Background: an optimization exercise with open tools, aiming at small area. Do not read the settings as production practice. RTL that was checked went through simulation tests only; none was proved equivalent to the original. For runs 2 and 3, only the layout was checked, not whether the RTL still works.

==> flow/design.v <==
module Multiplier32Bit (
	input[31:0] multiplicand,
	input[31:0] multiplier,
	input clk,
	input enable,
	input reset_n,
	output[31:0] aBus,
	output valid
);
	reg[31:0] acc;     
	reg[3:0] q;        
	reg vld;
	wire[31:0] mc = multiplicand;
	wire[31:0] mp = multiplier;
	genvar i;
	wire[3:1] a, o;
	generate
		for (i = 1; i < 4; i = i + 1) begin : gz
			wire a_lo, a_hi, o_lo, o_hi;
			nand4 u0 (.a(mp[8*i]), .b(mp[8*i+1]), .c(mp[8*i+2]), .d(mp[8*i+3]), .y(a_lo));
			nand4 u1 (.a(mp[8*i+4]), .b(mp[8*i+5]), .c(mp[8*i+6]), .d(mp[8*i+7]), .y(a_hi));
			nor2 u2 (.a(a_lo), .b(a_hi), .y(a[i]));
			nor4 u3 (.a(mp[8*i]), .b(mp[8*i+1]), .c(mp[8*i+2]), .d(mp[8*i+3]), .y(o_lo));
			nor4 u4 (.a(mp[8*i+4]), .b(mp[8*i+5]), .c(mp[8*i+6]), .d(mp[8*i+7]), .y(o_hi));
			and2 u5 (.a(o_lo), .b(o_hi), .y(o[i]));
		end
	endgenerate
	wire z1 = (a[3] & a[2] & a[1]) | (o[3] & o[2] & o[1]);   
	wire z2 = (a[3] & a[2]) | (o[3] & o[2]);                 
	wire z3 = a[3] | o[3];                                   
	wire idle = ~|q;
	wire busy = ~idle;
	wire[4:0] s;
	assign s[0] = q[0];
	assign s[1] = q[1] | (idle & z1);
	assign s[2] = q[2] | (idle & z2 & ~z1);
	assign s[3] = q[3] | (idle & z3 & ~z2);
	assign s[4] = idle & ~z3;
	wire[6:0] w;
	generate
		for (i = 0; i < 7; i = i + 1) begin : gw
			wire x, y;
			if (i == 0) begin : b0
				aoi22 u0 (.a1(s[1]), .a2(mp[5]), .b1(s[2]), .b2(mp[11]), .y(x));
			end else begin : bn
				aoi222 u0 (.a1(s[0]), .a2(mp[i-1]), .b1(s[1]), .b2(mp[i+5]), .c1(s[2]), .c2(mp[i+11]), .y(x));
			end
			aoi22 u1 (.a1(s[3]), .a2(mp[i+17]), .b1(s[4]), .b2(mp[i+23]), .y(y));
			nand2 u2 (.a(x), .b(y), .y(w[i]));
		end
	endgenerate
	wire d3 = ~z2 & z3;
	wire d4 = ~z3;
	wire cp = idle & d3 & mp[23] & ~mp[24];    
	wire cm = idle & d3 & ~mp[23] & mp[24];    
	wire[7:0] orc;                             
	wire[7:0] mneg;                            
	assign orc[1] = mc[0];
	assign mneg[0] = mc[0];
	generate
		for (i = 1; i < 8; i = i + 1) begin : gn
			if (i > 1) begin : bo
				or2 u0 (.a(orc[i-1]), .b(mc[i-1]), .y(orc[i]));
			end
			xor2 u1 (.a(mc[i]), .b(orc[i]), .y(mneg[i]));
		end
	endgenerate
	wire[1:0] v = {mp[31] ^ (mp[30] & mp[29]), mp[30] ^ mp[29]};
	wire[1:0] init4 = {(mc[1] & v[0]) ^ (mc[0] & v[1]), mc[0] & v[0]};
	wire[1:0] i4_n = ~({2{idle & d4}} & init4);
	wire[25:0] prev;
	generate
		for (i = 0; i < 26; i = i + 1) begin : gp
			if (i < 8) begin : lo
				wire x;
				aoi222 u0 (.a1(busy), .a2(acc[i]), .b1(cp), .b2(mc[i]), .c1(cm), .c2(mneg[i]), .y(x));
				if (i < 2) begin : b4
					nand2 u1 (.a(x), .b(i4_n[i]), .y(prev[i]));
				end else begin : bx
					inv u1 (.a(x), .y(prev[i]));
				end
			end else if (i < 20) begin : mid
				and2 u0 (.a(busy), .b(acc[i]), .y(prev[i]));
			end else begin : hi
				assign prev[i] = acc[i];
			end
		end
	endgenerate
	wire[2:0] one, two, neg;
	generate
		for (i = 0; i < 3; i = i + 1) begin : ge
			wire t;
			xor2 u0 (.a(w[2*i]), .b(w[2*i+1]), .y(one[i]));
			xnor2 u1 (.a(w[2*i+2]), .b(w[2*i+1]), .y(t));
			nor2 u2 (.a(t), .b(one[i]), .y(two[i]));
			assign neg[i] = w[2*i+2];
		end
	endgenerate
	wire one0 = one[0], two0 = two[0], n0 = neg[0];
	wire one1 = one[1], two1 = two[1], n1 = neg[1];
	wire one2 = one[2], two2 = two[2], n2 = neg[2];
	wire[31:0] r0;
	wire[29:0] r1;
	wire[27:0] r2;
	wire x0 = one0 & mc[0];
	wire k0 = n0 & ~x0;
	wire x1 = one1 & mc[0];
	wire k1 = n1 & ~x1;
	wire x2 = one2 & mc[0];
	wire k2 = n2 & ~x2;
	assign r0[0] = x0;
	assign r1[0] = x1;
	assign r2[0] = x2;
	generate
		for (i = 1; i < 32; i = i + 1) begin : g0
			booth_cell u (.one(one0), .two(two0), .neg(n0), .a(mc[i]), .b(mc[i-1]), .p(r0[i]));
		end
		for (i = 1; i < 30; i = i + 1) begin : g1
			booth_cell u (.one(one1), .two(two1), .neg(n1), .a(mc[i]), .b(mc[i-1]), .p(r1[i]));
		end
		for (i = 1; i < 28; i = i + 1) begin : g2
			booth_cell u (.one(one2), .two(two2), .neg(n2), .a(mc[i]), .b(mc[i-1]), .p(r2[i]));
		end
	endgenerate
	wire[31:0] next;
	wire t_1;
	wire t_2;
	wire t_3;
	wire t_4;
	wire t_5;
	wire t_6;
	wire t_7;
	wire t_8;
	wire t_9;
	wire t_10;
	wire t_11;
	wire t_12;
	wire t_13;
	wire t_14;
	wire t_15;
	wire t_16;
	wire t_17;
	wire t_18;
	wire t_19;
	wire t_20;
	wire t_21;
	wire t_22;
	wire t_23;
	wire t_24;
	wire t_25;
	wire t_26;
	wire t_27;
	wire t_28;
	wire t_29;
	wire t_30;
	wire t_31;
	wire t_32;
	wire t_33;
	wire t_34;
	wire t_35;
	wire t_36;
	wire t_37;
	wire t_38;
	wire t_39;
	wire t_40;
	wire t_41;
	wire t_42;
	wire t_43;
	wire t_44;
	wire t_45;
	wire t_46;
	wire t_47;
	wire t_48;
	wire t_49;
	wire t_50;
	wire t_51;
	wire t_52;
	wire t_53;
	wire t_54;
	wire t_55;
	wire t_56;
	wire t_57;
	wire t_58;
	wire t_59;
	wire t_60;
	wire t_61;
	wire t_62;
	wire t_63;
	wire t_64;
	wire t_65;
	wire t_66;
	wire t_67;
	wire t_68;
	wire t_69;
	wire t_70;
	wire t_71;
	wire t_72;
	wire t_73;
	wire t_74;
	wire t_75;
	wire t_76;
	wire t_77;
	wire t_78;
	wire t_79;
	wire t_80;
	wire t_81;
	wire t_82;
	wire t_83;
	wire t_84;
	wire t_85;
	wire t_86;
	wire t_87;
	wire t_88;
	wire t_89;
	wire t_90;
	wire t_91;
	wire t_92;
	wire t_93;
	wire t_94;
	wire t_95;
	wire t_96;
	wire t_97;
	wire t_98;
	wire t_99;
	wire t_100;
	wire t_101;
	wire t_102;
	wire t_103;
	wire t_104;
	wire t_105;
	wire t_106;
	wire t_107;
	wire t_108;
	wire t_109;
	wire t_110;
	wire t_111;
	wire t_112;
	wire t_113;
	wire t_114;
	wire t_115;
	wire t_116;
	wire t_117;
	wire t_118;
	wire t_119;
	wire t_120;
	wire t_121;
	wire t_122;
	wire t_123;
	wire t_124;
	wire t_125;
	wire t_126;
	wire t_127;
	wire t_128;
	wire t_129;
	wire t_130;
	wire t_131;
	wire t_132;
	wire t_133;
	wire t_134;
	wire t_135;
	wire t_136;
	wire t_137;
	wire t_138;
	wire t_139;
	wire t_140;
	wire t_141;
	wire t_142;
	wire t_143;
	wire t_144;
	wire t_145;
	wire t_146;
	wire t_147;
	wire t_148;
	wire t_149;
	wire t_150;
	wire t_151;
	wire t_152;
	wire t_153;
	wire t_154;
	wire t_155;
	wire t_156;
	wire t_157;
	wire t_158;
	wire t_159;
	wire t_160;
	wire t_161;
	wire t_162;
	wire t_163;
	wire t_164;
	wire t_165;
	wire t_166;
	wire t_167;
	wire t_168;
	wire t_169;
	wire t_170;
	wire t_171;
	wire t_172;
	wire t_173;
	wire t_174;
	wire t_175;
	wire t_176;
	wire t_177;
	wire t_178;
	wire t_179;
	wire t_180;
	wire t_181;
	wire t_182;
	wire t_183;
	wire t_184;
	wire t_185;
	wire t_186;
	wire t_187;
	wire t_188;
	wire t_189;
	wire t_190;
	wire t_191;
	wire t_192;
	wire t_193;
	wire t_194;
	wire t_195;
	wire t_196;
	wire t_197;
	wire t_198;
	wire t_199;
	wire t_200;
	wire t_201;
	wire t_202;
	wire t_203;
	wire t_204;
	wire t_205;
	wire t_206;
	wire t_207;
	wire t_208;
	wire t_209;
	wire t_210;
	wire t_211;
	wire t_212;
	wire t_213;
	wire t_214;
	wire t_215;
	wire t_216;
	wire t_217;
	half_adder ut_1 (.a(r0[5]), .b(r1[3]), .s(t_1), .co(t_2));
	full_adder ut_3 (.a(r0[6]), .b(r1[4]), .c(r2[2]), .s(t_3), .co(t_4));
	full_adder ut_5 (.a(r0[7]), .b(r1[5]), .c(r2[3]), .s(t_5), .co(t_6));
	full_adder ut_7 (.a(r0[8]), .b(r1[6]), .c(r2[4]), .s(t_7), .co(t_8));
	full_adder ut_9 (.a(r0[9]), .b(r1[7]), .c(r2[5]), .s(t_9), .co(t_10));
	full_adder ut_11 (.a(r0[10]), .b(r1[8]), .c(r2[6]), .s(t_11), .co(t_12));
	full_adder ut_13 (.a(r0[11]), .b(r1[9]), .c(r2[7]), .s(t_13), .co(t_14));
	full_adder ut_15 (.a(r0[12]), .b(r1[10]), .c(r2[8]), .s(t_15), .co(t_16));
	full_adder ut_17 (.a(r0[13]), .b(r1[11]), .c(r2[9]), .s(t_17), .co(t_18));
	full_adder ut_19 (.a(r0[14]), .b(r1[12]), .c(r2[10]), .s(t_19), .co(t_20));
	full_adder ut_21 (.a(r0[15]), .b(r1[13]), .c(r2[11]), .s(t_21), .co(t_22));
	full_adder ut_23 (.a(r0[16]), .b(r1[14]), .c(r2[12]), .s(t_23), .co(t_24));
	full_adder ut_25 (.a(r0[17]), .b(r1[15]), .c(r2[13]), .s(t_25), .co(t_26));
	full_adder ut_27 (.a(r0[18]), .b(r1[16]), .c(r2[14]), .s(t_27), .co(t_28));
	full_adder ut_29 (.a(r0[19]), .b(r1[17]), .c(r2[15]), .s(t_29), .co(t_30));
	full_adder ut_31 (.a(r0[20]), .b(r1[18]), .c(r2[16]), .s(t_31), .co(t_32));
	full_adder ut_33 (.a(r0[21]), .b(r1[19]), .c(r2[17]), .s(t_33), .co(t_34));
	full_adder ut_35 (.a(r0[22]), .b(r1[20]), .c(r2[18]), .s(t_35), .co(t_36));
	full_adder ut_37 (.a(r0[23]), .b(r1[21]), .c(r2[19]), .s(t_37), .co(t_38));
	full_adder ut_39 (.a(r0[24]), .b(r1[22]), .c(r2[20]), .s(t_39), .co(t_40));
	full_adder ut_41 (.a(r0[25]), .b(r1[23]), .c(r2[21]), .s(t_41), .co(t_42));
	full_adder ut_43 (.a(r0[26]), .b(r1[24]), .c(r2[22]), .s(t_43), .co(t_44));
	full_adder ut_45 (.a(r0[27]), .b(r1[25]), .c(r2[23]), .s(t_45), .co(t_46));
	full_adder ut_47 (.a(r0[28]), .b(r1[26]), .c(r2[24]), .s(t_47), .co(t_48));
	full_adder ut_49 (.a(r0[29]), .b(r1[27]), .c(r2[25]), .s(t_49), .co(t_50));
	full_adder ut_51 (.a(r0[30]), .b(r1[28]), .c(r2[26]), .s(t_51), .co(t_52));
	assign t_53 = r0[31] ^ r1[29] ^ r2[27];
	half_adder ut_54 (.a(r0[3]), .b(r1[1]), .s(t_54), .co(t_55));
	full_adder ut_56 (.a(r0[4]), .b(r1[2]), .c(r2[0]), .s(t_56), .co(t_57));
	full_adder ut_58 (.a(t_1), .b(r2[1]), .c(k2), .s(t_58), .co(t_59));
	full_adder ut_60 (.a(t_3), .b(prev[0]), .c(t_2), .s(t_60), .co(t_61));
	full_adder ut_62 (.a(t_5), .b(prev[1]), .c(t_4), .s(t_62), .co(t_63));
	full_adder ut_64 (.a(t_7), .b(prev[2]), .c(t_6), .s(t_64), .co(t_65));
	full_adder ut_66 (.a(t_9), .b(prev[3]), .c(t_8), .s(t_66), .co(t_67));
	full_adder ut_68 (.a(t_11), .b(prev[4]), .c(t_10), .s(t_68), .co(t_69));
	full_adder ut_70 (.a(t_13), .b(prev[5]), .c(t_12), .s(t_70), .co(t_71));
	full_adder ut_72 (.a(t_15), .b(prev[6]), .c(t_14), .s(t_72), .co(t_73));
	full_adder ut_74 (.a(t_17), .b(prev[7]), .c(t_16), .s(t_74), .co(t_75));
	full_adder ut_76 (.a(t_19), .b(prev[8]), .c(t_18), .s(t_76), .co(t_77));
	full_adder ut_78 (.a(t_21), .b(prev[9]), .c(t_20), .s(t_78), .co(t_79));
	full_adder ut_80 (.a(t_23), .b(prev[10]), .c(t_22), .s(t_80), .co(t_81));
	full_adder ut_82 (.a(t_25), .b(prev[11]), .c(t_24), .s(t_82), .co(t_83));
	full_adder ut_84 (.a(t_27), .b(prev[12]), .c(t_26), .s(t_84), .co(t_85));
	full_adder ut_86 (.a(t_29), .b(prev[13]), .c(t_28), .s(t_86), .co(t_87));
	full_adder ut_88 (.a(t_31), .b(prev[14]), .c(t_30), .s(t_88), .co(t_89));
	full_adder ut_90 (.a(t_33), .b(prev[15]), .c(t_32), .s(t_90), .co(t_91));
	full_adder ut_92 (.a(t_35), .b(prev[16]), .c(t_34), .s(t_92), .co(t_93));
	full_adder ut_94 (.a(t_37), .b(prev[17]), .c(t_36), .s(t_94), .co(t_95));
	full_adder ut_96 (.a(t_39), .b(prev[18]), .c(t_38), .s(t_96), .co(t_97));
	full_adder ut_98 (.a(t_41), .b(prev[19]), .c(t_40), .s(t_98), .co(t_99));
	full_adder ut_100 (.a(t_43), .b(prev[20]), .c(t_42), .s(t_100), .co(t_101));
	full_adder ut_102 (.a(t_45), .b(prev[21]), .c(t_44), .s(t_102), .co(t_103));
	full_adder ut_104 (.a(t_47), .b(prev[22]), .c(t_46), .s(t_104), .co(t_105));
	full_adder ut_106 (.a(t_49), .b(prev[23]), .c(t_48), .s(t_106), .co(t_107));
	full_adder ut_108 (.a(t_51), .b(prev[24]), .c(t_50), .s(t_108), .co(t_109));
	assign t_110 = t_53 ^ prev[25] ^ t_52;
	half_adder ut_111 (.a(r0[1]), .b(k0), .s(t_111), .co(t_112));
	full_adder ut_113 (.a(r0[2]), .b(r1[0]), .c(t_112), .s(t_113), .co(t_114));
	full_adder ut_115 (.a(t_54), .b(k1), .c(t_114), .s(t_115), .co(t_116));
	full_adder ut_117 (.a(t_56), .b(t_55), .c(t_116), .s(t_117), .co(t_118));
	full_adder ut_119 (.a(t_58), .b(t_57), .c(t_118), .s(t_119), .co(t_120));
	full_adder ut_121 (.a(t_60), .b(t_59), .c(t_120), .s(t_121), .co(t_122));
	full_adder ut_123 (.a(t_62), .b(t_61), .c(t_122), .s(t_123), .co(t_124));
	half_adder ut_125 (.a(t_64), .b(t_63), .s(t_125), .co(t_126));
	full_adder ut_127 (.a(t_66), .b(t_65), .c(t_126), .s(t_127), .co(t_128));
	full_adder ut_129 (.a(t_68), .b(t_67), .c(t_128), .s(t_129), .co(t_130));
	full_adder ut_131 (.a(t_70), .b(t_69), .c(t_130), .s(t_131), .co(t_132));
	full_adder ut_133 (.a(t_72), .b(t_71), .c(t_132), .s(t_133), .co(t_134));
	full_adder ut_135 (.a(t_74), .b(t_73), .c(t_134), .s(t_135), .co(t_136));
	full_adder ut_137 (.a(t_76), .b(t_75), .c(t_136), .s(t_137), .co(t_138));
	full_adder ut_139 (.a(t_78), .b(t_77), .c(t_138), .s(t_139), .co(t_140));
	xor2 ut_141 (.a(t_125), .b(t_124), .y(t_141));
	inc_cell ut_142 (.s(t_127), .t(t_125), .c(t_124), .y(t_142));
	and2 ut_143 (.a(t_125), .b(t_127), .y(t_143));
	inc_cell ut_144 (.s(t_129), .t(t_143), .c(t_124), .y(t_144));
	and2 ut_145 (.a(t_143), .b(t_129), .y(t_145));
	inc_cell ut_146 (.s(t_131), .t(t_145), .c(t_124), .y(t_146));
	and2 ut_147 (.a(t_145), .b(t_131), .y(t_147));
	inc_cell ut_148 (.s(t_133), .t(t_147), .c(t_124), .y(t_148));
	and2 ut_149 (.a(t_147), .b(t_133), .y(t_149));
	inc_cell ut_150 (.s(t_135), .t(t_149), .c(t_124), .y(t_150));
	and2 ut_151 (.a(t_149), .b(t_135), .y(t_151));
	inc_cell ut_152 (.s(t_137), .t(t_151), .c(t_124), .y(t_152));
	and2 ut_153 (.a(t_151), .b(t_137), .y(t_153));
	inc_cell ut_154 (.s(t_139), .t(t_153), .c(t_124), .y(t_154));
	and2 ut_155 (.a(t_153), .b(t_139), .y(t_155));
	ao21 ut_156 (.a1(t_155), .a2(t_124), .b(t_140), .y(t_156));
	half_adder ut_157 (.a(t_80), .b(t_79), .s(t_157), .co(t_158));
	full_adder ut_159 (.a(t_82), .b(t_81), .c(t_158), .s(t_159), .co(t_160));
	full_adder ut_161 (.a(t_84), .b(t_83), .c(t_160), .s(t_161), .co(t_162));
	full_adder ut_163 (.a(t_86), .b(t_85), .c(t_162), .s(t_163), .co(t_164));
	full_adder ut_165 (.a(t_88), .b(t_87), .c(t_164), .s(t_165), .co(t_166));
	full_adder ut_167 (.a(t_90), .b(t_89), .c(t_166), .s(t_167), .co(t_168));
	full_adder ut_169 (.a(t_92), .b(t_91), .c(t_168), .s(t_169), .co(t_170));
	full_adder ut_171 (.a(t_94), .b(t_93), .c(t_170), .s(t_171), .co(t_172));
	xor2 ut_173 (.a(t_157), .b(t_156), .y(t_173));
	inc_cell ut_174 (.s(t_159), .t(t_157), .c(t_156), .y(t_174));
	and2 ut_175 (.a(t_157), .b(t_159), .y(t_175));
	inc_cell ut_176 (.s(t_161), .t(t_175), .c(t_156), .y(t_176));
	and2 ut_177 (.a(t_175), .b(t_161), .y(t_177));
	inc_cell ut_178 (.s(t_163), .t(t_177), .c(t_156), .y(t_178));
	and2 ut_179 (.a(t_177), .b(t_163), .y(t_179));
	inc_cell ut_180 (.s(t_165), .t(t_179), .c(t_156), .y(t_180));
	and2 ut_181 (.a(t_179), .b(t_165), .y(t_181));
	inc_cell ut_182 (.s(t_167), .t(t_181), .c(t_156), .y(t_182));
	and2 ut_183 (.a(t_181), .b(t_167), .y(t_183));
	inc_cell ut_184 (.s(t_169), .t(t_183), .c(t_156), .y(t_184));
	and2 ut_185 (.a(t_183), .b(t_169), .y(t_185));
	inc_cell ut_186 (.s(t_171), .t(t_185), .c(t_156), .y(t_186));
	and2 ut_187 (.a(t_185), .b(t_171), .y(t_187));
	ao21 ut_188 (.a1(t_187), .a2(t_156), .b(t_172), .y(t_188));
	half_adder ut_189 (.a(t_96), .b(t_95), .s(t_189), .co(t_190));
	full_adder ut_191 (.a(t_98), .b(t_97), .c(t_190), .s(t_191), .co(t_192));
	full_adder ut_193 (.a(t_100), .b(t_99), .c(t_192), .s(t_193), .co(t_194));
	full_adder ut_195 (.a(t_102), .b(t_101), .c(t_194), .s(t_195), .co(t_196));
	full_adder ut_197 (.a(t_104), .b(t_103), .c(t_196), .s(t_197), .co(t_198));
	full_adder ut_199 (.a(t_106), .b(t_105), .c(t_198), .s(t_199), .co(t_200));
	full_adder ut_201 (.a(t_108), .b(t_107), .c(t_200), .s(t_201), .co(t_202));
	assign t_203 = t_110 ^ t_109 ^ t_202;
	xor2 ut_204 (.a(t_189), .b(t_188), .y(t_204));
	inc_cell ut_205 (.s(t_191), .t(t_189), .c(t_188), .y(t_205));
	and2 ut_206 (.a(t_189), .b(t_191), .y(t_206));
	inc_cell ut_207 (.s(t_193), .t(t_206), .c(t_188), .y(t_207));
	and2 ut_208 (.a(t_206), .b(t_193), .y(t_208));
	inc_cell ut_209 (.s(t_195), .t(t_208), .c(t_188), .y(t_209));
	and2 ut_210 (.a(t_208), .b(t_195), .y(t_210));
	inc_cell ut_211 (.s(t_197), .t(t_210), .c(t_188), .y(t_211));
	and2 ut_212 (.a(t_210), .b(t_197), .y(t_212));
	inc_cell ut_213 (.s(t_199), .t(t_212), .c(t_188), .y(t_213));
	and2 ut_214 (.a(t_212), .b(t_199), .y(t_214));
	inc_cell ut_215 (.s(t_201), .t(t_214), .c(t_188), .y(t_215));
	and2 ut_216 (.a(t_214), .b(t_201), .y(t_216));
	inc_cell ut_217 (.s(t_203), .t(t_216), .c(t_188), .y(t_217));
	assign next[0] = r0[0];
	assign next[1] = t_111;
	assign next[2] = t_113;
	assign next[3] = t_115;
	assign next[4] = t_117;
	assign next[5] = t_119;
	assign next[6] = t_121;
	assign next[7] = t_123;
	assign next[8] = t_141;
	assign next[9] = t_142;
	assign next[10] = t_144;
	assign next[11] = t_146;
	assign next[12] = t_148;
	assign next[13] = t_150;
	assign next[14] = t_152;
	assign next[15] = t_154;
	assign next[16] = t_173;
	assign next[17] = t_174;
	assign next[18] = t_176;
	assign next[19] = t_178;
	assign next[20] = t_180;
	assign next[21] = t_182;
	assign next[22] = t_184;
	assign next[23] = t_186;
	assign next[24] = t_204;
	assign next[25] = t_205;
	assign next[26] = t_207;
	assign next[27] = t_209;
	assign next[28] = t_211;
	assign next[29] = t_213;
	assign next[30] = t_215;
	assign next[31] = t_217;
	always @(posedge clk) begin
		acc <= next;
	end
	always @(posedge clk, negedge reset_n) begin
		if (reset_n == 0) begin
			q <= 4'd0;
			vld <= 0;
		end else if (enable) begin
			q <= {~z3, z3 & ~z2, z2 & ~z1, z1};
			vld <= 0;
		end else begin
			q <= {1'b0, q[3:1]};
			vld <= q[0];
		end
	end
	assign aBus = acc;
	assign valid = vld;
endmodule
module booth_cell (
	input one,
	input two,
	input neg,
	input a,
	input b,
	output p
);
	wire m_n;
	aoi22 u0 (.a1(one), .a2(a), .b1(two), .b2(b), .y(m_n));
	xnor2 u1 (.a(m_n), .b(neg), .y(p));
endmodule
module aoi22 (
	input a1,
	input a2,
	input b1,
	input b2,
	output y
);
	assign y = ~((a1 & a2) | (b1 & b2));
endmodule
module xnor2 (
	input a,
	input b,
	output y
);
	assign y = ~(a ^ b);
endmodule
module xor2 (
	input a,
	input b,
	output y
);
	assign y = a ^ b;
endmodule
module and2 (
	input a,
	input b,
	output y
);
	assign y = a & b;
endmodule
module ao21 (
	input a1,
	input a2,
	input b,
	output y
);
	assign y = (a1 & a2) | b;
endmodule
module inc_cell (
	input s,
	input t,
	input c,
	output y
);
	assign y = s ^ (t & c);
endmodule
module full_adder (
	input a,
	input b,
	input c,
	output s,
	output co
);
	assign s = a ^ b ^ c;
	assign co = (a & b) | (a & c) | (b & c);
endmodule
module half_adder (
	input a,
	input b,
	output s,
	output co
);
	assign s = a ^ b;
	assign co = a & b;
endmodule
module nand4 (
	input a,
	input b,
	input c,
	input d,
	output y
);
	assign y = ~(a & b & c & d);
endmodule
module nor4 (
	input a,
	input b,
	input c,
	input d,
	output y
);
	assign y = ~(a | b | c | d);
endmodule
module nand2 (
	input a,
	input b,
	output y
);
	assign y = ~(a & b);
endmodule
module nor2 (
	input a,
	input b,
	output y
);
	assign y = ~(a | b);
endmodule
module or2 (
	input a,
	input b,
	output y
);
	assign y = a | b;
endmodule
module inv (
	input a,
	output y
);
	assign y = ~a;
endmodule
module aoi222 (
	input a1,
	input a2,
	input b1,
	input b2,
	input c1,
	input c2,
	output y
);
	assign y = ~((a1 & a2) | (b1 & b2) | (c1 & c2));
endmodule
==> flow/flow/run.sh <==
#!/bin/bash
export BUFFER_PORTS_ARGS="-buffer_cell sky130_fd_sc_hd__buf_1"
export CTS_ARGS="-sink_clustering_enable -repair_clock_nets -dont_use_dummy_load -root_buf sky130_fd_sc_hd__clkbuf_8 -buf_list sky130_fd_sc_hd__clkbuf_4"
export POST_FLOORPLAN_TCL="$PWD/flow/downsize.tcl"
bash standard.sh RECOVER_POWER=100 finish > standard.log 2>&1
==> flow/flow/downsize.tcl <==
# Sourced after floorplanning (POST_FLOORPLAN_TCL): set every logic cell to
# the smallest drive strength of its function. Placement-stage repair and
# timing repair size up again where timing or slew needs it.
set db [ord::get_db]
set n 0
foreach inst [[ord::get_db_block] getInsts] {
  set m [[$inst getMaster] getName]
  if {![regexp {^(sky130_fd_sc_hd__[a-z0-9]+)_([0-9]+)$} $m -> base drive]} { continue }
  if {[regexp {dfxtp|dfrtp|conb|tap|fill|decap|clkbuf|clkinv|clkdly|dly} $base]} { continue }
  foreach d {0 1 2} {
    if {$d >= $drive} { break }
    set cand "${base}_$d"
    if {[$db findMaster $cand] != "NULL" && [llength [get_lib_cells -quiet $cand]] > 0 && [lsearch $::env(DONT_USE_CELLS) $cand] < 0} {
      replace_cell [$inst getName] $cand
      incr n
      break
    }
  }
}
puts "downsize: $n cells set to their smallest drive strength"
==> flow/standard.sh <==
#!/bin/bash
# synth_recipe.tcl (not shown) runs the flow's synth.tcl, then flattens the netlist and writes it again
# the make line also repeats each setting of config.mk as NAME=value (left out here)
make -C /OpenROAD-flow-scripts/flow DESIGN_CONFIG=/design/flow/config.mk WORK_HOME=/design/flow/orfs CLKGATE_MAP_FILE= SYNTH_SCRIPT=/design/flow/synth_recipe.tcl "${@:-finish}"
==> flow/config.mk <==
export PLATFORM = sky130hd
export DESIGN_NAME = Multiplier32Bit
export DESIGN_NICKNAME = Multiplier32Bit
export VERILOG_FILES = /design/flow/design.v
export SDC_FILE = /design/flow/constraint.sdc
export NUM_CORES = 4
export LEC_CHECK = 0
export CAP_MARGIN = 20
export CORE_MARGIN = 2
export CORE_UTILIZATION = 40
export CTS_BUF_LIST = sky130_fd_sc_hd__clkbuf_8
export SLEW_MARGIN = 20
export SYNTH_HIERARCHICAL = 1
export SYNTH_MINIMUM_KEEP_SIZE = 0
==> flow/constraint.sdc <==
create_clock -name core_clock -period 10.0 [get_ports {clk}]
set_input_delay 2.0000 -clock core_clock [delete_from_list [all_inputs] [get_ports {clk}]]
set_output_delay 2.0000 -clock core_clock [all_outputs]
set_load 0.01 [all_outputs]
==> results of run 1 <==
-- path summary, 6_finish.rpt --
| check | to | slack [ns] | depth (start not counted) |
|---|---|---|---|
| setup / recovery | acc[25]$_DFF_P_ | 0.47 | 26 |
| hold / removal | q[2]$_DFF_PN0_ | 0.56 | 1 |
| setup reg to reg | acc[25]$_DFF_P_ | 1.41 | 23 |
| hold reg to reg | q[2]$_DFF_PN0_ | 0.56 | 1 |
| max in group asynchronous | q[2]$_DFF_PN0_ | 8.28 | 1 |
| min in group asynchronous | q[3]$_DFF_PN0_ | 1.52 | 1 |
-- flip-flops by register name, indices dropped and copies added, names as in the netlist --
register	cells
q	4
vld	1
acc	32
-- per-module statistics from Yosys (local to each module, per instance), excerpt --
| module | cells inside | flops+latches |
|---|---|---|
| nor2 | 1 | 0 |
| and2 | 1 | 0 |
| ao21 | 1 | 0 |
| xnor2 | 1 | 0 |
| inv | 1 | 0 |
| full_adder | 1 | 0 |
| aoi222 | 1 | 0 |
| nand4 | 1 | 0 |
| nand2 | 1 | 0 |
| Multiplier32Bit | 84 | 37 |
| aoi22 | 1 | 0 |
| half_adder | 1 | 0 |
| or2 | 1 | 0 |
| xor2 | 1 | 0 |
| nor4 | 1 | 0 |
-- cells in the final DEF, fill, tap and decap left out, types with 3 or more instances in the layout --
cell type and instances:
xnor2_1 115, or2_0 6, inv_1 6, nor4_1 6
clkbuf_1 3, buf_1 97, nand2_1 29, ha_1 7
nor2_1 7, fa_1 78, clkbuf_8 5, a22oi_1 95
dfxtp_1 32, a222oi_1 14, dfrtp_1 5, a21o_1 3
nor2b_1 5, xor2_1 14, and2_0 39, nand4_1 6
buf_4 16
-- logic make-up after synthesis --
| kind of cell | after synthesis |
|---|---|
| multiplexers | 1 |
| AO/OA/AOI/OAI | 119 |
| AND/OR/NAND/NOR | 112 |
| buffers and inverters | 13 |
| flip-flops | 37 |
| adder cells (fa/ha/maj) | 85 |
| XOR/XNOR | 131 |
-- worst register-to-register path, stage by stage, from the launching register on --
cell and delay [ns]:
dfrtp_1 0.41, or4_1 0.96, nor3_1 0.87, a22oi_1 0.18, nand2_2 0.19, xor2_2 0.22
buf_4 0.35, a22oi_1 0.18, xnor2_1 0.22, fa_1 0.46, fa_1 0.44, ha_1 0.22
fa_1 0.38, fa_1 0.40, fa_1 0.40, fa_1 0.40, fa_1 0.39, fa_1 0.40
fa_1 0.55, and2_0 0.13, a21o_1 0.18, a21o_1 0.30, nand2_1 0.12, xnor2_1 0.14
-- per-layer routing --
layer  vias to the layer above  wire length [µm]
li1                       2025                 -
met4                         0               311
met2                       174              6830
met1                      2191              6170
met3                        21               838
met5                         -                 0
-- final cells by class --
type / count / area, µm²
Sequential cell: 37 / 766
Clock buffer: 5 / 68.8
Inverter: 6 / 22.5
Multi-Input combinational cell: 448 / 4360
Tap cell: 180 / 225
Fill cell: 1399 / 7940
Timing Repair Buffer: 116 / 495
==> metrics.cfg, run 1 <==
[layout]
final_cells=792
fin_area_um2=5940
layout-drive-gt1-share_pct=4.41
syn_to_final_growth_pct=4.19
final_util_pct=42.8
nets=766
antenna_cells=0

[setup_path]
cp_num_buf_inv=2
worstPathRequired_ns=10.19
reg2reg_from=q[3]$_DFF_PN0_
cpPeakStageDelay_ns=0.55
worst-path-max-fanout=30
critPathTopFamily=adder cells
cp_slowest_cell=fa_1
crit_path_start_kind=primary input
critPathKind=in -> reg
crit_start=multiplier[23]
crit_arrival_ns=9.73
end_kind=flip-flop
cp_common_cell=fa_1

[synth]
ys_ff_latch=37
synth-seq-area-share_pct=13.4
synth_top_area_share_pct=27.4
synth_edf_count=0
syn_nets=650
synth_top_area_cell=fa_1
ys.flop_type=dfxtp_1
synth-xor-area-share_pct=20.1
syn_area_um2=5700
synth_area_leaders=fa_1 (27%), a22oi_2 (21%), xnor2_1 (18%)
synthAdderAreaFrac_pct=28.9
ys_async_sr_fraction_pct=13.5
synth_compound_area_share_pct=24.5
yosysWarnings=7
syn_inst=498
syn_area_per_cell_um2=11.5
synth_top_family_by_area=adder cells
synth_common_cells=xnor2_1 (115), a22oi_2 (95), fa_1 (78), and2_1 (39), dfxtp_1 (32)
yosys.area_share.simple_pct=11.6
synth.area.mux_share_pct=0.197
synthMostInstantiatedCell=xnor2_1
synth_cell_types=34

[timing]
final_hold_viol_count=0
relSlewSlack_pct=32.4
finalSetupTns_ns=0
fmax_ghz=0.105
fin_ws_ns=0.468
fin_hold_ws_ns=0.560
finalSetupViolCount=0
skew_ns=0.0112
slew_violations=0
worst_slew_pin_slew_ns=1.01
fin_crit_sh_pct=95.3
period_needed_ns=9.53
rsz0062_at_grt=no

[placed_design]
dp_hpwl_mm=11.3
place_area_um2=5880
preCtsSetupSlack_ns=0.200
port_buffers=99
place_inst=787
gp_congestion=0.867

[floorplanning]
core_area_um2=13900
die_x_um=123
top_level_ports=100
rows=43
die-area_um2=15200
start_util_pct=41.1
die_h_um=123

[clock_tree]
clock_latency_ns=0.31
cts.repair.resized=0
cts_tree=done
cts_root_buf=clkbuf_8
post-cts-setup-buffer-count=0
ctsHoldBuffers=0
clock-sinks=37
clk_pin_slew_ns=0.08
clockBufferDepth=2
htree_levels=2
cts_made_buffers=5

[global_route]
grtUsageTotal_pct=19.4
grt_pass1_wl_mm=22.7
grt_overflow=0
grt.busiest_layer=met2
met2_usage_pct=32.1
grt_max_degree=31
antenna_found_initial=0
grt_use_met3_pct=2.72
grt_use_met1_pct=26.5
grt_pass1_vias=4421

[route]
antenna_left=0
routed_wl_mm=14.1
vias_per_cell=5.57
vias=4411
drt_iter0_drc=359
drtPass1Iterations=8
wl_per_cell_um=17.9
drc=0

[min_path]
min-delay-start=q[3]$_DFF_PN0_
hold_path.class=reg -> reg

[run]
maxCapViolCount=0

[run_status]
status=complete, no violations

==> run 2, diff against run 1 <==
--- a/flow/design.v
+++ b/flow/design.v
@@ -37,15 +37,14 @@
 	assign s[3] = q[3] | (idle & z3 & ~z2);
 	assign s[4] = idle & ~z3;
-	wire[6:0] w;
+	wire[6:0] w, wx, wy;
 	generate
 		for (i = 0; i < 7; i = i + 1) begin : gw
-			wire x, y;
 			if (i == 0) begin : b0
-				aoi22 u0 (.a1(s[1]), .a2(mp[5]), .b1(s[2]), .b2(mp[11]), .y(x));
+				aoi22 u0 (.a1(s[1]), .a2(mp[5]), .b1(s[2]), .b2(mp[11]), .y(wx[i]));
 			end else begin : bn
-				aoi222 u0 (.a1(s[0]), .a2(mp[i-1]), .b1(s[1]), .b2(mp[i+5]), .c1(s[2]), .c2(mp[i+11]), .y(x));
+				aoi222 u0 (.a1(s[0]), .a2(mp[i-1]), .b1(s[1]), .b2(mp[i+5]), .c1(s[2]), .c2(mp[i+11]), .y(wx[i]));
 			end
-			aoi22 u1 (.a1(s[3]), .a2(mp[i+17]), .b1(s[4]), .b2(mp[i+23]), .y(y));
-			nand2 u2 (.a(x), .b(y), .y(w[i]));
+			aoi22 u1 (.a1(s[3]), .a2(mp[i+17]), .b1(s[4]), .b2(mp[i+23]), .y(wy[i]));
+			nand2 u2 (.a(wx[i]), .b(wy[i]), .y(w[i]));
 		end
 	endgenerate
@@ -80,19 +79,25 @@
 					inv u1 (.a(x), .y(prev[i]));
 				end
-			end else if (i < 20) begin : mid
-				and2 u0 (.a(busy), .b(acc[i]), .y(prev[i]));
 			end else begin : hi
-				assign prev[i] = acc[i];
+				and2 u0 (.a(busy), .b(acc[i]), .y(prev[i]));
 			end
 		end
 	endgenerate
-	wire[2:0] one, two, neg;
+	wire[2:0] one, two, neg, oneh, twoh, negh;
+	wire[6:0] wh;
 	generate
+		for (i = 0; i < 7; i = i + 1) begin : gwh
+			nand2 u (.a(wx[i]), .b(wy[i]), .y(wh[i]));
+		end
 		for (i = 0; i < 3; i = i + 1) begin : ge
-			wire t;
+			wire t, th;
 			xor2 u0 (.a(w[2*i]), .b(w[2*i+1]), .y(one[i]));
 			xnor2 u1 (.a(w[2*i+2]), .b(w[2*i+1]), .y(t));
 			nor2 u2 (.a(t), .b(one[i]), .y(two[i]));
 			assign neg[i] = w[2*i+2];
+			xor2 u3 (.a(wh[2*i]), .b(wh[2*i+1]), .y(oneh[i]));
+			xnor2 u4 (.a(wh[2*i+2]), .b(wh[2*i+1]), .y(th));
+			nor2 u5 (.a(th), .b(oneh[i]), .y(twoh[i]));
+			assign negh[i] = wh[2*i+2];
 		end
 	endgenerate
@@ -114,11 +119,11 @@
 	generate
 		for (i = 1; i < 32; i = i + 1) begin : g0
-			booth_cell u (.one(one0), .two(two0), .neg(n0), .a(mc[i]), .b(mc[i-1]), .p(r0[i]));
+			booth_cell u (.one(i < 16 ? one[0] : oneh[0]), .two(i < 16 ? two[0] : twoh[0]), .neg(i < 16 ? neg[0] : negh[0]), .a(mc[i]), .b(mc[i-1]), .p(r0[i]));
 		end
 		for (i = 1; i < 30; i = i + 1) begin : g1
-			booth_cell u (.one(one1), .two(two1), .neg(n1), .a(mc[i]), .b(mc[i-1]), .p(r1[i]));
+			booth_cell u (.one(i < 16 ? one[1] : oneh[1]), .two(i < 16 ? two[1] : twoh[1]), .neg(i < 16 ? neg[1] : negh[1]), .a(mc[i]), .b(mc[i-1]), .p(r1[i]));
 		end
 		for (i = 1; i < 28; i = i + 1) begin : g2
-			booth_cell u (.one(one2), .two(two2), .neg(n2), .a(mc[i]), .b(mc[i-1]), .p(r2[i]));
+			booth_cell u (.one(i < 16 ? one[2] : oneh[2]), .two(i < 16 ? two[2] : twoh[2]), .neg(i < 16 ? neg[2] : negh[2]), .a(mc[i]), .b(mc[i-1]), .p(r2[i]));
 		end
 	endgenerate
==> flow/flow/run.sh (replaced) <==
#!/bin/bash
export BUFFER_PORTS_ARGS="-buffer_cell sky130_fd_sc_hd__buf_1"
export CTS_ARGS="-sink_clustering_enable -repair_clock_nets -dont_use_dummy_load -buf_list sky130_fd_sc_hd__clkbuf_4"
export POST_FLOORPLAN_TCL="$PWD/flow/downsize.tcl"
bash standard.sh RECOVER_POWER=100 finish > standard.log 2>&1
==> metrics.cfg, run 2 <==
[run_status]
status=complete, no violations  ; unchanged

[setup_path]
crit_arrival_ns=9.74  ; was 9.73 ns
reg2reg_slack_ns=1.36  ; was 1.41 ns
end_kind=flip-flop  ; unchanged
critPathKind=in -> reg  ; unchanged
worst-path-max-fanout=15  ; was 30
ff2ff_path_depth=23  ; unchanged
crit_path_start_kind=primary input  ; unchanged
worstPathRequired_ns=10.26  ; was 10.19 ns

[clock_tree]
cts_tree=done  ; unchanged
cts_made_buffers=5  ; unchanged
clock-sinks=37  ; unchanged
clock_latency_ns=0.39  ; was 0.31 ns
htree_levels=2  ; unchanged
clockBufferDepth=2  ; unchanged
cts_root_buf=clkbuf_4  ; was clkbuf_8
clk_pin_slew_ns=0.11  ; was 0.08 ns

[synth]
synth_common_cells=xnor2_1 (118), a22oi_2 (95), fa_1 (78), and2_1 (45), nand2_1 (38)  ; was xnor2_1 (115), a22oi_2 (95), fa_1 (78), and2_1 (39), dfxtp_1 (32)
synth_top_family_by_area=adder cells  ; unchanged
synth.area.mux_share_pct=0.195  ; was 0.197%
synth_compound_area_share_pct=24.2  ; was 24.5%
syn_nets=666  ; was 650
synth_top_area_cell=fa_1  ; unchanged
synth_top_area_share_pct=27.0  ; was 27.4%
syn_area_um2=5790  ; was 5700 µm²
ys_ff_latch=37  ; unchanged
yosysWarnings=7  ; unchanged
synthMostInstantiatedCell=xnor2_1  ; unchanged
ys_async_sr_fraction_pct=13.5  ; unchanged
synth-xor-area-share_pct=20.7  ; was 20.1%
synth_edf_count=0  ; unchanged
syn_inst=514  ; was 498
synth-seq-area-share_pct=13.2  ; was 13.4%
synth_cell_types=33  ; was 34
synth_area_leaders=fa_1 (27%), a22oi_2 (21%), xnor2_1 (18%)  ; unchanged
synthAdderAreaFrac_pct=28.5  ; was 28.9%
yosys.area_share.simple_pct=12.7  ; was 11.6%
syn_area_per_cell_um2=11.3  ; was 11.5 µm²
ys.flop_type=dfxtp_1  ; unchanged

[min_path]
whs_path_depth=1  ; unchanged
hold_path.class=reg -> reg  ; unchanged

[timing]
fin_crit_sh_pct=94.8  ; was 95.3%
slew_violations=0  ; unchanged
fin_hold_ws_ns=0.547  ; was 0.560 ns
relSlewSlack_pct=30.6  ; was 32.4%
worst_slew_pin_slew_ns=1.04  ; was 1.01 ns
skew_ns=0.0249  ; was 0.0112 ns
rsz0062_at_grt=no  ; unchanged
finalSetupViolCount=0  ; unchanged
fmax_ghz=0.105  ; about the same
finalSetupTns_ns=0  ; unchanged
period_needed_ns=9.48  ; was 9.53 ns
final_hold_viol_count=0  ; unchanged
fin_ws_ns=0.521  ; was 0.468 ns

[floorplanning]
die-area_um2=15400  ; was 15200 µm²
start_util_pct=41.4  ; was 41.1%
core_area_um2=14000  ; was 13900 µm²
die_h_um=124  ; was 123 µm
die_x_um=124  ; was 123 µm
top_level_ports=100  ; unchanged
rows=43  ; unchanged

[layout]
final_cell_mix=xnor2_1 (118), buf_1 (97), a22oi_1 (95), fa_1 (78), and2_0 (45)  ; was xnor2_1 (115), buf_1 (97), a22oi_1 (95), fa_1 (78), and2_0 (39)
layout-drive-gt1-share_pct=4.23  ; was 4.41%
largest_register_ffs=32  ; unchanged
final_util_pct=43.3  ; was 42.8%
nets=792  ; was 766
syn_to_final_growth_pct=4.76  ; was 4.19%
regMostFlops=acc  ; unchanged
largestRegisters=acc (32), q (4), vld (1)  ; unchanged
final_common_cell=xnor2_1  ; unchanged

[global_route]
antenna_found_initial=0  ; unchanged
grt_overflow=0  ; unchanged
grt_max_degree=31  ; unchanged
grt_pass1_vias=4608  ; was 4421
grtUsageTotal_pct=18.7  ; was 19.4%
grt_pass1_wl_mm=23.6  ; was 22.7 mm

[route]
antenna_left=0  ; unchanged
drtPass1Iterations=6  ; was 8
routed_wl_mm=14.2  ; was 14.1 mm
vias=4527  ; was 4411
wl_per_cell_um=17.3  ; was 17.9 µm
drt_iter0_drc=341  ; was 359
vias_per_cell=5.53  ; was 5.57
drc=0  ; unchanged

[run]
maxCapViolCount=0  ; unchanged

[placed_design]
preCtsSetupSlack_ns=0.100  ; was 0.200 ns
gp_congestion=0.864  ; was 0.867
dp_hpwl_mm=11.2  ; was 11.3 mm
port_buffers=99  ; unchanged

==> run 2: what timing repair did <==
item,4_1_cts,5_1_grt
hold buffers,0,0
endpoints found under the setup margin,0,7
buffers inserted,0,0
gates resized for setup,0,2
==> run 2: final cells by class <==
cell class	instances	area, µm²
antenna	1	2.50
clock buffer	5	37.5
fill	1379	7930
inverter	6	22.5
multi-input combinational	470	4480
sequential	37	766
tap	180	225
timing repair buffer	120	531
==> run 2: worst max-delay path, stage by stage <==
cell,delay (ns)
buf_1,0.22
nor4_1,0.09
and2_0,0.22
a22o_1,0.27
and2b_1,0.17
a21o_1,0.25
a222oi_1,0.45
nand2_1,0.17
xor2_1,0.21
nor2_1,0.20
buf_12,0.18
a22oi_1,0.09
xnor2_1,0.18
fa_1,0.51
fa_1,0.49
ha_1,0.22
fa_1,0.37
fa_1,0.39
fa_1,0.43
fa_1,0.40
fa_1,0.40
fa_1,0.39
fa_1,0.52
and2_0,0.13
a21o_1,0.22
a21o_1,0.32
nand2_1,0.11
xnor2_1,0.14
==> run 2: worst paths after layout <==
kind / from / to
max: multiplier[24] / acc[29]$_DFF_P_
min: q[3]$_DFF_PN0_ / q[2]$_DFF_PN0_
max reg2reg: q[3]$_DFF_PN0_ / acc[29]$_DFF_P_
min reg2reg: q[3]$_DFF_PN0_ / q[2]$_DFF_PN0_
max in group asynchronous: reset_n / q[3]$_DFF_PN0_
min in group asynchronous: reset_n / q[2]$_DFF_PN0_
==> run 2: per-module statistics from Yosys, one instance, submodules excluded, a selection <==
module | cells inside | area [µm²] | flops+latches | times used
Multiplier32Bit | 78 | 1060 | 37 | 1
full_adder | 1 | 20.0 | 0 | 78
aoi22 | 1 | 12.5 | 0 | 95
half_adder | 1 | 12.5 | 0 | 6
inc_cell | 2 | 12.5 | 0 | 21
nor4 | 1 | 12.5 | 0 | 6
aoi222 | 1 | 10.0 | 0 | 14
xnor2 | 1 | 8.76 | 0 | 93
xor2 | 1 | 8.76 | 0 | 16
ao21 | 1 | 7.51 | 0 | 2
and2 | 1 | 6.26 | 0 | 41
nand4 | 1 | 6.26 | 0 | 6
or2 | 1 | 6.26 | 0 | 6
inv | 1 | 3.75 | 0 | 6
nand2 | 1 | 3.75 | 0 | 16
nor2 | 1 | 3.75 | 0 | 9
==> run 2: per-stage QoR <==
stage,std cells,cell area (µm²)
4_1_cts,818,6050
5_1_grt,818,6060
2_1_floorplan,514,5860
6_report,819,6060
3_5_place_dp,813,6020
3_3_place_gp,813,6020
==> run 2: routing by layer <==
metal,up-vias,global-route usage (%),wire length (µm)
li1,2092,-,-
met1,2231,25.1,6260
met2,183,30.8,6710
met3,21,3.26,941
met4,0,5.88,253
met5,-,0,0
==> run 2: logic make-up after synthesis <==
group	after synthesis
flip-flops	37
adder cells (fa/ha/maj)	85
XOR/XNOR	137
AO/OA/AOI/OAI	119
multiplexers	1
buffers and inverters	7
AND/OR/NAND/NOR	128
==> run 3, diff against run 2 <==
--- a/flow/design.v
+++ b/flow/design.v
@@ -37,14 +37,15 @@
 	assign s[3] = q[3] | (idle & z3 & ~z2);
 	assign s[4] = idle & ~z3;
-	wire[6:0] w, wx, wy;
+	wire[6:0] w;
 	generate
 		for (i = 0; i < 7; i = i + 1) begin : gw
+			wire x, y;
 			if (i == 0) begin : b0
-				aoi22 u0 (.a1(s[1]), .a2(mp[5]), .b1(s[2]), .b2(mp[11]), .y(wx[i]));
+				aoi22 u0 (.a1(s[1]), .a2(mp[5]), .b1(s[2]), .b2(mp[11]), .y(x));
 			end else begin : bn
-				aoi222 u0 (.a1(s[0]), .a2(mp[i-1]), .b1(s[1]), .b2(mp[i+5]), .c1(s[2]), .c2(mp[i+11]), .y(wx[i]));
+				aoi222 u0 (.a1(s[0]), .a2(mp[i-1]), .b1(s[1]), .b2(mp[i+5]), .c1(s[2]), .c2(mp[i+11]), .y(x));
 			end
-			aoi22 u1 (.a1(s[3]), .a2(mp[i+17]), .b1(s[4]), .b2(mp[i+23]), .y(wy[i]));
-			nand2 u2 (.a(wx[i]), .b(wy[i]), .y(w[i]));
+			aoi22 u1 (.a1(s[3]), .a2(mp[i+17]), .b1(s[4]), .b2(mp[i+23]), .y(y));
+			nand2 u2 (.a(x), .b(y), .y(w[i]));
 		end
 	endgenerate
@@ -79,25 +80,19 @@
 					inv u1 (.a(x), .y(prev[i]));
 				end
-			end else begin : hi
+			end else if (i < 20) begin : mid
 				and2 u0 (.a(busy), .b(acc[i]), .y(prev[i]));
+			end else begin : hi
+				assign prev[i] = acc[i];
 			end
 		end
 	endgenerate
-	wire[2:0] one, two, neg, oneh, twoh, negh;
-	wire[6:0] wh;
+	wire[2:0] one, two, neg;
 	generate
-		for (i = 0; i < 7; i = i + 1) begin : gwh
-			nand2 u (.a(wx[i]), .b(wy[i]), .y(wh[i]));
-		end
 		for (i = 0; i < 3; i = i + 1) begin : ge
-			wire t, th;
+			wire t;
 			xor2 u0 (.a(w[2*i]), .b(w[2*i+1]), .y(one[i]));
 			xnor2 u1 (.a(w[2*i+2]), .b(w[2*i+1]), .y(t));
 			nor2 u2 (.a(t), .b(one[i]), .y(two[i]));
 			assign neg[i] = w[2*i+2];
-			xor2 u3 (.a(wh[2*i]), .b(wh[2*i+1]), .y(oneh[i]));
-			xnor2 u4 (.a(wh[2*i+2]), .b(wh[2*i+1]), .y(th));
-			nor2 u5 (.a(th), .b(oneh[i]), .y(twoh[i]));
-			assign negh[i] = wh[2*i+2];
 		end
 	endgenerate
@@ -119,14 +114,15 @@
 	generate
 		for (i = 1; i < 32; i = i + 1) begin : g0
-			booth_cell u (.one(i < 16 ? one[0] : oneh[0]), .two(i < 16 ? two[0] : twoh[0]), .neg(i < 16 ? neg[0] : negh[0]), .a(mc[i]), .b(mc[i-1]), .p(r0[i]));
+			booth_cell u (.one(one0), .two(two0), .neg(n0), .a(mc[i]), .b(mc[i-1]), .p(r0[i]));
 		end
 		for (i = 1; i < 30; i = i + 1) begin : g1
-			booth_cell u (.one(i < 16 ? one[1] : oneh[1]), .two(i < 16 ? two[1] : twoh[1]), .neg(i < 16 ? neg[1] : negh[1]), .a(mc[i]), .b(mc[i-1]), .p(r1[i]));
+			booth_cell u (.one(one1), .two(two1), .neg(n1), .a(mc[i]), .b(mc[i-1]), .p(r1[i]));
 		end
 		for (i = 1; i < 28; i = i + 1) begin : g2
-			booth_cell u (.one(i < 16 ? one[2] : oneh[2]), .two(i < 16 ? two[2] : twoh[2]), .neg(i < 16 ? neg[2] : negh[2]), .a(mc[i]), .b(mc[i-1]), .p(r2[i]));
+			booth_cell u (.one(one2), .two(two2), .neg(n2), .a(mc[i]), .b(mc[i-1]), .p(r2[i]));
 		end
 	endgenerate
 	wire[31:0] next;
+	wire pend_c;       
 	wire t_1;
 	wire t_2;
@@ -336,14 +332,4 @@
 	wire t_206;
 	wire t_207;
-	wire t_208;
-	wire t_209;
-	wire t_210;
-	wire t_211;
-	wire t_212;
-	wire t_213;
-	wire t_214;
-	wire t_215;
-	wire t_216;
-	wire t_217;
 	half_adder ut_1 (.a(r0[5]), .b(r1[3]), .s(t_1), .co(t_2));
 	full_adder ut_3 (.a(r0[6]), .b(r1[4]), .c(r2[2]), .s(t_3), .co(t_4));
@@ -459,24 +445,14 @@
 	half_adder ut_189 (.a(t_96), .b(t_95), .s(t_189), .co(t_190));
 	full_adder ut_191 (.a(t_98), .b(t_97), .c(t_190), .s(t_191), .co(t_192));
-	full_adder ut_193 (.a(t_100), .b(t_99), .c(t_192), .s(t_193), .co(t_194));
-	full_adder ut_195 (.a(t_102), .b(t_101), .c(t_194), .s(t_195), .co(t_196));
-	full_adder ut_197 (.a(t_104), .b(t_103), .c(t_196), .s(t_197), .co(t_198));
-	full_adder ut_199 (.a(t_106), .b(t_105), .c(t_198), .s(t_199), .co(t_200));
-	full_adder ut_201 (.a(t_108), .b(t_107), .c(t_200), .s(t_201), .co(t_202));
-	assign t_203 = t_110 ^ t_109 ^ t_202;
-	xor2 ut_204 (.a(t_189), .b(t_188), .y(t_204));
-	inc_cell ut_205 (.s(t_191), .t(t_189), .c(t_188), .y(t_205));
-	and2 ut_206 (.a(t_189), .b(t_191), .y(t_206));
-	inc_cell ut_207 (.s(t_193), .t(t_206), .c(t_188), .y(t_207));
-	and2 ut_208 (.a(t_206), .b(t_193), .y(t_208));
-	inc_cell ut_209 (.s(t_195), .t(t_208), .c(t_188), .y(t_209));
-	and2 ut_210 (.a(t_208), .b(t_195), .y(t_210));
-	inc_cell ut_211 (.s(t_197), .t(t_210), .c(t_188), .y(t_211));
-	and2 ut_212 (.a(t_210), .b(t_197), .y(t_212));
-	inc_cell ut_213 (.s(t_199), .t(t_212), .c(t_188), .y(t_213));
-	and2 ut_214 (.a(t_212), .b(t_199), .y(t_214));
-	inc_cell ut_215 (.s(t_201), .t(t_214), .c(t_188), .y(t_215));
-	and2 ut_216 (.a(t_214), .b(t_201), .y(t_216));
-	inc_cell ut_217 (.s(t_203), .t(t_216), .c(t_188), .y(t_217));
+	xor2 ut_193 (.a(t_189), .b(t_188), .y(t_193));
+	inc_cell ut_194 (.s(t_191), .t(t_189), .c(t_188), .y(t_194));
+	and2 ut_195 (.a(t_189), .b(t_191), .y(t_195));
+	ao21 ut_196 (.a1(t_195), .a2(t_188), .b(t_192), .y(t_196));
+	half_adder ut_197 (.a(t_100), .b(t_99), .s(t_197), .co(t_198));
+	full_adder ut_199 (.a(t_102), .b(t_101), .c(t_198), .s(t_199), .co(t_200));
+	full_adder ut_201 (.a(t_104), .b(t_103), .c(t_200), .s(t_201), .co(t_202));
+	full_adder ut_203 (.a(t_106), .b(t_105), .c(t_202), .s(t_203), .co(t_204));
+	full_adder ut_205 (.a(t_108), .b(t_107), .c(t_204), .s(t_205), .co(t_206));
+	assign t_207 = t_110 ^ t_109 ^ t_206;
 	assign next[0] = r0[0];
 	assign next[1] = t_111;
@@ -503,15 +479,27 @@
 	assign next[22] = t_184;
 	assign next[23] = t_186;
-	assign next[24] = t_204;
-	assign next[25] = t_205;
-	assign next[26] = t_207;
-	assign next[27] = t_209;
-	assign next[28] = t_211;
-	assign next[29] = t_213;
-	assign next[30] = t_215;
-	assign next[31] = t_217;
+	assign next[24] = t_193;
+	assign next[25] = t_194;
+	assign next[26] = t_197;
+	assign next[27] = t_199;
+	assign next[28] = t_201;
+	assign next[29] = t_203;
+	assign next[30] = t_205;
+	assign next[31] = t_207;
+	assign pend_c = t_196;
+	reg pend;
 	always @(posedge clk) begin
 		acc <= next;
+		pend <= pend_c;
 	end
+	wire[31:26] top;
+	wire[31:27] tc;
+	half_adder uh26 (.a(acc[26]), .b(pend), .s(top[26]), .co(tc[27]));
+	generate
+		for (i = 27; i < 31; i = i + 1) begin : gh
+			half_adder u (.a(acc[i]), .b(tc[i]), .s(top[i]), .co(tc[i+1]));
+		end
+	endgenerate
+	xor2 uh31 (.a(acc[31]), .b(tc[31]), .y(top[31]));
 	always @(posedge clk, negedge reset_n) begin
 		if (reset_n == 0) begin
@@ -526,5 +514,5 @@
 		end
 	end
-	assign aBus = acc;
+	assign aBus = {top, acc[25:0]};
 	assign valid = vld;
 endmodule
==> flow/flow/run.sh (replaced) <==
#!/bin/bash
export BUFFER_PORTS_ARGS="-buffer_cell sky130_fd_sc_hd__buf_1"
export CTS_ARGS="-sink_clustering_enable -repair_clock_nets -dont_use_dummy_load -buf_list sky130_fd_sc_hd__clkbuf_8"
export POST_FLOORPLAN_TCL="$PWD/flow/downsize.tcl"
bash standard.sh RECOVER_POWER=100 finish > standard.log 2>&1
==> metrics.cfg, run 3 <==
[synth]
synth_common_cells=xnor2_1 (109), a22oi_2 (95), fa_1 (77), and2_1 (34), dfxtp_1 (33)  ; was xnor2_1 (118), a22oi_2 (95), fa_1 (78), and2_1 (45), nand2_1 (38)
syn_area_per_cell_um2=11.5  ; was 11.3 µm²
yosys.area_share.simple_pct=10.4  ; was 12.7%
ys.flop_type=dfxtp_1  ; unchanged
syn_nets=666  ; unchanged
synthAdderAreaFrac_pct=29.2  ; was 28.5%
synth.area.mux_share_pct=0.193  ; was 0.195%
synth-seq-area-share_pct=13.5  ; was 13.2%
synth_area_leaders=fa_1 (26%), a22oi_2 (20%), xnor2_1 (16%)  ; was fa_1 (27%), a22oi_2 (21%), xnor2_1 (18%)
syn_area_um2=5840  ; was 5790 µm²
synth_top_area_cell=fa_1  ; unchanged
synth_top_area_share_pct=26.4  ; was 27.0%
syn_inst=509  ; was 514
ys_async_sr_fraction_pct=13.2  ; was 13.5%
synth-xor-area-share_pct=18.9  ; was 20.7%
yosysWarnings=7  ; unchanged
synth_top_family_by_area=adder cells  ; unchanged
ys_ff_latch=38  ; was 37
synth_compound_area_share_pct=24.1  ; was 24.2%
synth_cell_types=34  ; was 33
synthMostInstantiatedCell=xnor2_1  ; unchanged
synth_edf_count=0  ; unchanged

[floorplanning]
rows=44  ; was 43
die_h_um=125  ; was 124 µm
start_util_pct=40.6  ; was 41.4%
die-area_um2=15600  ; was 15400 µm²
core_area_um2=14400  ; was 14000 µm²
top_level_ports=100  ; unchanged
die_x_um=125  ; was 124 µm

[setup_path]
worst-path-max-fanout=10  ; was 15
cp_slowest_cell=fa_1  ; unchanged
end_kind=flip-flop  ; unchanged
crit_cells=27  ; was 28
ff2ff_path_depth=23  ; unchanged
critPathTopFamily=adder cells  ; unchanged
worstPathRequired_ns=10.23  ; was 10.26 ns
cp_common_cell=fa_1  ; unchanged
cpPeakStageDelay_ns=0.53  ; was 0.52 ns
critPathKind=in -> reg  ; unchanged
cp_num_buf_inv=2  ; unchanged
crit_arrival_ns=9.60  ; was 9.74 ns
crit_path_start_kind=primary input  ; unchanged

[timing]
slew_violations=0  ; unchanged
skew_ns=0.0158  ; was 0.0249 ns
relSlewSlack_pct=23.7  ; was 30.6%
fin_crit_sh_pct=93.7  ; was 94.8%
worst_slew_pin_slew_ns=1.14  ; was 1.04 ns
rsz0062_at_grt=no  ; unchanged
final_hold_viol_count=0  ; unchanged
period_needed_ns=9.37  ; was 9.48 ns
fin_ws_ns=0.626  ; was 0.521 ns
finalSetupTns_ns=0  ; unchanged
finalSetupViolCount=0  ; unchanged
fmax_ghz=0.107  ; was 0.105 GHz

[min_path]
hold_path.class=reg -> reg  ; unchanged
whs_path_depth=2  ; was 1

[layout]
regMostFlops=acc  ; unchanged
layout-drive-gt1-share_pct=4.81  ; was 4.23%
nets=762  ; was 792
largest_register_ffs=32  ; unchanged
largestRegisters=acc (32), q (4)  ; was acc (32), q (4), vld (1)
n_fill_cell=1444  ; was 1379
final_cell_mix=xnor2_1 (109), buf_1 (96), a22oi_1 (95), fa_1 (77), and2_0 (34)  ; was xnor2_1 (118), buf_1 (97), a22oi_1 (95), fa_1 (78), and2_0 (45)
syn_to_final_growth_pct=1.67  ; was 4.76%
final_common_cell=xnor2_1  ; unchanged
final_util_pct=41.3  ; was 43.3%
antenna_cells=0  ; was 1

[clock_tree]
cts_tree=done  ; unchanged
clock_latency_ns=0.33  ; was 0.39 ns
clock-sinks=38  ; was 37
cts_root_buf=clkbuf_8  ; was clkbuf_4
ctsHoldBuffers=0  ; unchanged
clockBufferDepth=2  ; unchanged
clk_pin_slew_ns=0.08  ; was 0.11 ns
cts_made_buffers=5  ; unchanged
htree_levels=2  ; unchanged
cts.repair.resized=0  ; unchanged
post-cts-setup-buffer-count=0  ; unchanged

[route]
vias=4361  ; was 4527
vias_per_cell=5.54  ; was 5.53
antenna_left=0  ; unchanged
routed_wl_mm=14.1  ; was 14.2 mm
wl_per_cell_um=17.9  ; was 17.3 µm
drc=0  ; unchanged
drtPass1Iterations=5  ; was 6
drt_iter0_drc=390  ; was 341

[placed_design]
preCtsSetupSlack_ns=0.368  ; was 0.100 ns
dp_hpwl_mm=11.2  ; about the same
port_buffers=99  ; unchanged
gp_congestion=0.959  ; was 0.864

[run]
maxCapViolCount=0  ; unchanged

[global_route]
grtUsageTotal_pct=18.7  ; about the same
antenna_found_initial=0  ; unchanged
grt_overflow=0  ; unchanged
grt_pass1_wl_mm=23.7  ; was 23.6 mm
grt_max_degree=33  ; was 31
grt_pass1_vias=4668  ; was 4608

[run_status]
status=complete, no violations  ; unchanged

[run 3: layer usage]
metal	vias to the layer above	wire, µm	track usage (%)
met5	-	0	0
met4	0	229	5.29
met3	16	832	3.09
met2	154	6650	30.1
met1	2200	6400	26.1
li1	1991	-	-
[run 3: kinds of logic (layout without fill, tap and decap cells)]
family,after synthesis,after routing
xor gates and xnor gates,126,126
AOI/OAI and AO/OA,120,120
and+or+nand+nor,101,101
adders and majority gates,90,90
DFF,38,38
buffers and inverters,33,127
muxes,1,1
[run 3: cell type report]
| type | count | area (µm²) | share of cell area, % |
|---|---|---|---|
| repair buffers | 116 | 499 | 8.41 |
| flip-flops and latches | 38 | 786 | 13.2 |
| clock buffers | 5 | 68.8 | 1.16 |
| multi-input cells | 438 | 4330 | 72.9 |
| well taps | 184 | 230 | 3.88 |
| inverters | 6 | 22.5 | 0.379 |
[run 3: path summary, 6_finish.rpt]
path | slack (ns) | from | to
max | 0.63 | multiplier[24] | acc[25]$_DFF_P_
min in group asynchronous | 1.52 | reset_n | vld$_DFF_PN0_
max in group asynchronous | 8.26 | reset_n | q[2]$_DFF_PN0_
min | 0.53 | q[1]$_DFF_PN0_ | q[0]$_DFF_PN0_
min reg2reg | 0.53 | q[1]$_DFF_PN0_ | q[0]$_DFF_PN0_
max reg2reg | 1.68 | q[3]$_DFF_PN0_ | acc[25]$_DFF_P_
[run 3: worst reg2reg max path, stage by stage, from the launching register on]
cell     delay (ns)
dfrtp_1        0.40
or4_1          0.95
nor3_1         0.86
a22oi_1        0.18
nand2_2        0.18
xnor2_1        0.09
nor2_2         0.36
buf_4          0.27
a22oi_1        0.10
xnor2_1        0.18
fa_1           0.53
fa_1           0.49
ha_1           0.22
fa_1           0.39
fa_1           0.40
fa_1           0.40
fa_1           0.40
fa_1           0.41
fa_1           0.39
fa_1           0.52
and2_0         0.13
a21o_1         0.17
nand2_1        0.08
xnor2_1        0.12
[run 3: per-module statistics from Yosys (local to each module, per instance), a selection]
module	cells inside	cell area, µm²
or2	1	6.26
xor2	1	8.76
nand4	1	6.26
inv	1	3.75
nand2	1	3.75
xnor2	1	8.76
ao21	1	7.51
aoi222	1	10.0
half_adder	1	12.5
and2	1	6.26
aoi22	1	12.5
nor2	1	3.75
inc_cell	2	12.5
[run 3: metrics by stage]
step / cells / hold slack (ns) / area [µm²]
after floorplan: 509 / 0.489 / 5960
after global placement: 782 / 0.518 / 5870
after detailed placement: 782 / 0.530 / 5870
after CTS: 787 / 0.543 / 5940
after global routing: 787 / 0.582 / 5940
final: 787 / 0.535 / 5940

==> re-timing with driven ports <==
Ports are ideal in the flow. The routed layouts listed here were re-timed in OpenROAD. Step 1 assumes that a clkbuf_16 drives the clock port and a buf_2 every other input. Step 2 moves the port delays by t, midway between the first and last clock arrival at a register: inputs arrive t later, outputs are due t later. That takes back most of the time a late clock gives input paths. Slacks: no drivers / after step 1 / after step 2; pairs: no drivers / after step 1.
| run | t, ns | setup WS [ns] | clock arrival spread, ns |
|---|---|---|---|
| run 1 | 0.340 | 0.468 / 0.478 / 0.138 | 0.011 / 0.012 |
| run 2 | 0.414 | 0.521 / 0.521 / 0.106 | 0.025 / 0.025 |
| run 3 | 0.354 | 0.626 / 0.636 / 0.282 | 0.016 / 0.016 |
After both steps setup and hold are still met in every run listed. For run 2, which loses most, drivers alone change the setup slack by 0.000 ns; drivers and shift together by -0.415 ns.
